What follows belongs to an exercise in optimizing a design on an open flow for small area, a short achievable clock period and few clock cycles; a production flow would make more cautious choices.
Only simulation tests tie the RTL to the original design; equivalence was not proved.

Design mvm, start of the top module:
module mvm #(
  parameter IWIDTH = 8,
  parameter OWIDTH = 32,
  parameter MEM_DATAW = IWIDTH * 8,
  parameter VEC_MEM_DEPTH = 4,
  parameter VEC_ADDRW = $clog2(VEC_MEM_DEPTH),
  parameter MAT_MEM_DEPTH = 8,
  parameter MAT_ADDRW = $clog2(MAT_MEM_DEPTH),
  parameter NUM_OLANES = 4
)(
  input  logic                   clk,
  input  logic                   rst,
  input  logic [MEM_DATAW-1:0]   i_vec_wdata,
  input  logic [VEC_ADDRW-1:0]   i_vec_waddr,
  input  logic                   i_vec_wen,
  input  logic [MEM_DATAW-1:0]   i_mat_wdata,
  input  logic [MAT_ADDRW-1:0]   i_mat_waddr,
  input  logic [NUM_OLANES-1:0]  i_mat_wen,
  input  logic                   i_start,
  input  logic [VEC_ADDRW-1:0]   i_vec_start_addr,
  input  logic [VEC_ADDRW:0]     i_vec_num_words,
  input  logic [MAT_ADDRW-1:0]   i_mat_start_addr,
  input  logic [MAT_ADDRW:0]     i_mat_num_rows_per_olane,
  output logic                   o_busy,
  output logic [NUM_OLANES*OWIDTH-1:0] o_result,
  output logic                   o_valid
);
For scale: about 12,000 cells after synthesis, about 280 I/O pins, about 0.17 mm² of cells after synthesis.
export LEC_CHECK = 0
export ABC_CLOCK_PERIOD_IN_PS = 2800
export CAP_MARGIN = 20
export CORE_MARGIN = 2
export CORE_UTILIZATION = 50
export CTS_BUF_LIST = sky130_fd_sc_hd__clkbuf_8
export SETUP_SLACK_MARGIN = 2.75
export SLEW_MARGIN = 20
export SYNTH_HIERARCHICAL = 1
export SYNTH_MINIMUM_KEEP_SIZE = 0
export TNS_END_PERCENT = 100
create_clock -name core_clock -period 5.5 [get_ports {clk}]
standard.sh (not shown) runs the stock make flow with config.mk's settings and CLKGATE_MAP_FILE= SYNTH_SCRIPT=/design/flow/synth_recipe.tcl, a recipe that flattens the netlist after the stock synthesis.
==> flow/flow/run.sh <==
#!/bin/bash
# The standard layout, with plain buffers (sky130_fd_sc_hd__buf_4, which the
# resizer may resize) on the ports instead of the resizer's default pick,
# a delay cell. Everything else is the standard.sh unchanged.
set -euo pipefail
bash standard.sh "BUFFER_PORTS_ARGS=-buffer_cell sky130_fd_sc_hd__buf_4" finish > standard.log 2>&1
The starting point went through all stages and came out clean.
Testbench counts at the start, summed over its fixed seeds: cycles 5,340.
==> next run, changes <==
Settings changed: SETUP_SLACK_MARGIN 2.75 to 2.8, TNS_END_PERCENT 100 to 30.
Flip-flop and latch count is unchanged.
Cell area is lower by 0.62%.
Die area does not change.
Worst hold slack is better by 0.0041 ns.
Worst setup slack degrades by 0.015 ns.
Via count is about the same.
Register-to-register slack got worse by 0.02 ns.
==> next run, changes <==
Settings changed: CORE_UTILIZATION 50 to 60, CTS_BUF_LIST sky130_fd_sc_hd__clkbuf_8 to not set, PLACE_DENSITY set to 0.7, SETUP_SLACK_MARGIN 2.8 to 2.75, TNS_END_PERCENT 30 to 100.
After rerunning: Fmax is lower by 4.5%. Global-route usage grows by 5.0 points. Utilization is higher by 11 points. Wire length decreases by 4.5%. Worst setup slack degrades by 0.13 ns. Final cell count drops by 6.6%.
==> next run, changes <==
Settings changed: CORE_UTILIZATION 60 to 50, PLACE_DENSITY 0.7 to not set.
After rerunning: The changed run went through all stages and came out clean; wire length went up by 3.8%; core utilization went down by 11 points; register-to-register slack is better by 0.14 ns; worst hold slack gains 0.015 ns; cell count came out higher by 4.5%; sequential share of layout area fell by 0.25 points.

* * *

## oak
Starting RTL as in the previous note.
## mvm
module mvm #(
  parameter IWIDTH = 8,
  parameter OWIDTH = 32,
  parameter MEM_DATAW = IWIDTH * 8,
  parameter VEC_MEM_DEPTH = 4,
  parameter VEC_ADDRW = $clog2(VEC_MEM_DEPTH),
  parameter MAT_MEM_DEPTH = 8,
  parameter MAT_ADDRW = $clog2(MAT_MEM_DEPTH),
  parameter NUM_OLANES = 4
)(
  input  logic                   clk,
  input  logic                   rst,
  input  logic [MEM_DATAW-1:0]   i_vec_wdata,
  input  logic [VEC_ADDRW-1:0]   i_vec_waddr,
  input  logic                   i_vec_wen,
  input  logic [MEM_DATAW-1:0]   i_mat_wdata,
  input  logic [MAT_ADDRW-1:0]   i_mat_waddr,
  input  logic [NUM_OLANES-1:0]  i_mat_wen,
  input  logic                   i_start,
  input  logic [VEC_ADDRW-1:0]   i_vec_start_addr,
  input  logic [VEC_ADDRW:0]     i_vec_num_words,
  input  logic [MAT_ADDRW-1:0]   i_mat_start_addr,
  input  logic [MAT_ADDRW:0]     i_mat_num_rows_per_olane,
  output logic                   o_busy,
  output logic [NUM_OLANES*OWIDTH-1:0] o_result,
  output logic                   o_valid
);
  logic [VEC_MEM_DEPTH-1:0] vec_rsel;
  logic [MAT_MEM_DEPTH-1:0] mat_rsel;
  logic issue, first, last;
  ctrl ctrl_inst (
    .clk(clk), .rst(rst), .start(i_start),
    .vec_start_addr(i_vec_start_addr), .vec_num_words(i_vec_num_words),
    .mat_start_addr(i_mat_start_addr), .mat_num_rows_per_olane(i_mat_num_rows_per_olane),
    .vec_rsel(vec_rsel), .mat_rsel(mat_rsel),
    .issue(issue), .first(first), .last(last), .busy(o_busy)
  );
  logic [4:1] v_r, first_r, last_r;
  always_ff @(posedge clk) begin
    if (rst) begin
      v_r     <= '0;
  ...
==> flow/config.mk <==
export PLATFORM = sky130hd
export DESIGN_NAME = mvm
export DESIGN_NICKNAME = mvm
export VERILOG_FILES = /design/flow/design.v
export SDC_FILE = /design/flow/constraint.sdc
export NUM_CORES = 4
export LEC_CHECK = 0
export ABC_CLOCK_PERIOD_IN_PS = 2800
export CAP_MARGIN = 20
export CORE_MARGIN = 2
export CORE_UTILIZATION = 50
export SETUP_SLACK_MARGIN = 2.6
export SLEW_MARGIN = 20
export SYNTH_HIERARCHICAL = 1
export SYNTH_MINIMUM_KEEP_SIZE = 0
export TNS_END_PERCENT = 100
==> flow/constraint.sdc <==
create_clock -name core_clock -period 5.5 [get_ports {clk}]
set_input_delay 1.1000 -clock core_clock [delete_from_list [all_inputs] [get_ports {clk}]]
set_output_delay 1.1000 -clock core_clock [all_outputs]
set_load 0.01 [all_outputs]
Scripts as last shown in full above: flow/flow/run.sh
Testbench counts of oak, summed over its fixed seeds: cycles 5,340.
Here is what was changed in the inputs of pine compared with oak.
Settings: changing SETUP_SLACK_MARGIN from 2.6 to 2.75; setting CTS_CLUSTER_DIAMETER to 50 for the first time; setting CTS_CLUSTER_SIZE to 20 for the first time; setting CTS_BUF_LIST to sky130_fd_sc_hd__clkbuf_8 for the first time.
==> summary.txt <==
Taking oak as the reference point, the worst hold slack of pine falls by 0.17 ns. In pine the share of the core filled with cells in the final layout turned out 0.24 points higher than in oak. Synthesized area: oak vs pine identical. As far as final antenna-violating net count goes, pine and oak are indistinguishable; the numbers are identical. Detailed-route wire length ended up 5.5% higher on pine than on oak. The buffering stage count on the worst path with inverters included number comes out lower for oak vs pine. The number of global-route vias before repair in pine was higher than what oak gave.
Modified inputs, birch compared to pine
Settings: CTS_CLUSTER_SIZE removed (was 20); CTS_BUF_LIST removed (was sky130_fd_sc_hd__clkbuf_8); CORE_UTILIZATION changed from 50 to 42; CTS_CLUSTER_DIAMETER removed (was 50).
==> summary.txt <==
birch reached the end of the flow, and the finished layout is clean on the timing, DRC and antenna checks. Taking pine as the reference point, the utilization of birch falls by 7.6 points.
What maple does differently from birch at the input level:
Settings: setting CTS_CLUSTER_SIZE to 30 for the first time; changing CORE_UTILIZATION from 42 to 50; setting CTS_CLUSTER_DIAMETER to 60 for the first time.
Results
- In summary, maple completed successfully, with a layout that passed the timing, DRC and antenna checks.
- On worst-case hold slack: between maple and birch, it ends up higher for maple.
- Note that the chip height recorded for birch amounts to 1.09 times the value seen in maple.
- Looking at via count across both flows, maple is the weaker of the two, with birch ahead.
- Fraction of area in multi-input gates up 0.50 points in maple wrt birch
- Per the comparison of maple with birch, non-clock inverter count in the final layout flat; number of buffer and inverter instances along the worst setup path moved down; cell area -2800 µm²; post-layout instance count excluding filler cells saw a decrease.

## what the ideal ports hide
Ports are ideal in the flow. The routed layouts listed here were re-timed in OpenROAD. Step 1 assumes that a clkbuf_16 drives the clock port and a buf_2 every other input. Step 2 times the ports against the registers' clock, not the clock port: input delays grow and output delays shrink by t, the midpoint of the rising clock arrivals with the driver on. a / b / c = no drivers / after step 1 / after step 2; a / b = the first two.
| run | shift t [ns] | slack for setup (ns) | hold slack, ns | worst setup path after step 2 | worst register clock-pin slew, ns |
|---|---|---|---|---|---|
| the first run of note 1 | 1.278 | 2.662 / 2.626 / 1.702 | 0.090 / 0.044 / 0.325 | input to register | 0.07 / 0.07 |
| the second run of note 1 | 1.278 | 2.647 / 2.604 / 1.692 | 0.094 / 0.049 / 0.325 | input to register | 0.08 / 0.08 |
| the third run of note 1 | 1.036 | 2.513 / 2.513 / 1.987 | 0.311 / 0.242 / 0.311 | input to register | 0.08 / 0.08 |
| the fourth run of note 1 | 1.065 | 2.656 / 2.656 / 1.738 | 0.326 / 0.285 / 0.326 | input to register | 0.08 / 0.08 |
| oak | 1.051 | 2.544 / 2.544 / 1.815 | 0.324 / 0.276 / 0.324 | input to register | 0.08 / 0.08 |
| pine | 1.212 | 2.683 / 2.640 / 1.882 | 0.158 / 0.116 / 0.326 | input to register | 0.12 / 0.12 |
| birch | 1.079 | 2.610 / 2.610 / 1.896 | 0.309 / 0.221 / 0.311 | input to register | 0.07 / 0.07 |
| maple | 1.028 | 2.579 / 2.579 / 1.914 | 0.330 / 0.304 / 0.330 | input to register | 0.11 / 0.11 |
After both steps every run listed still meets setup and hold. For the first run of note 1, which loses most, drivers alone change the setup slack by -0.036 ns; drivers and shift together by -0.960 ns.
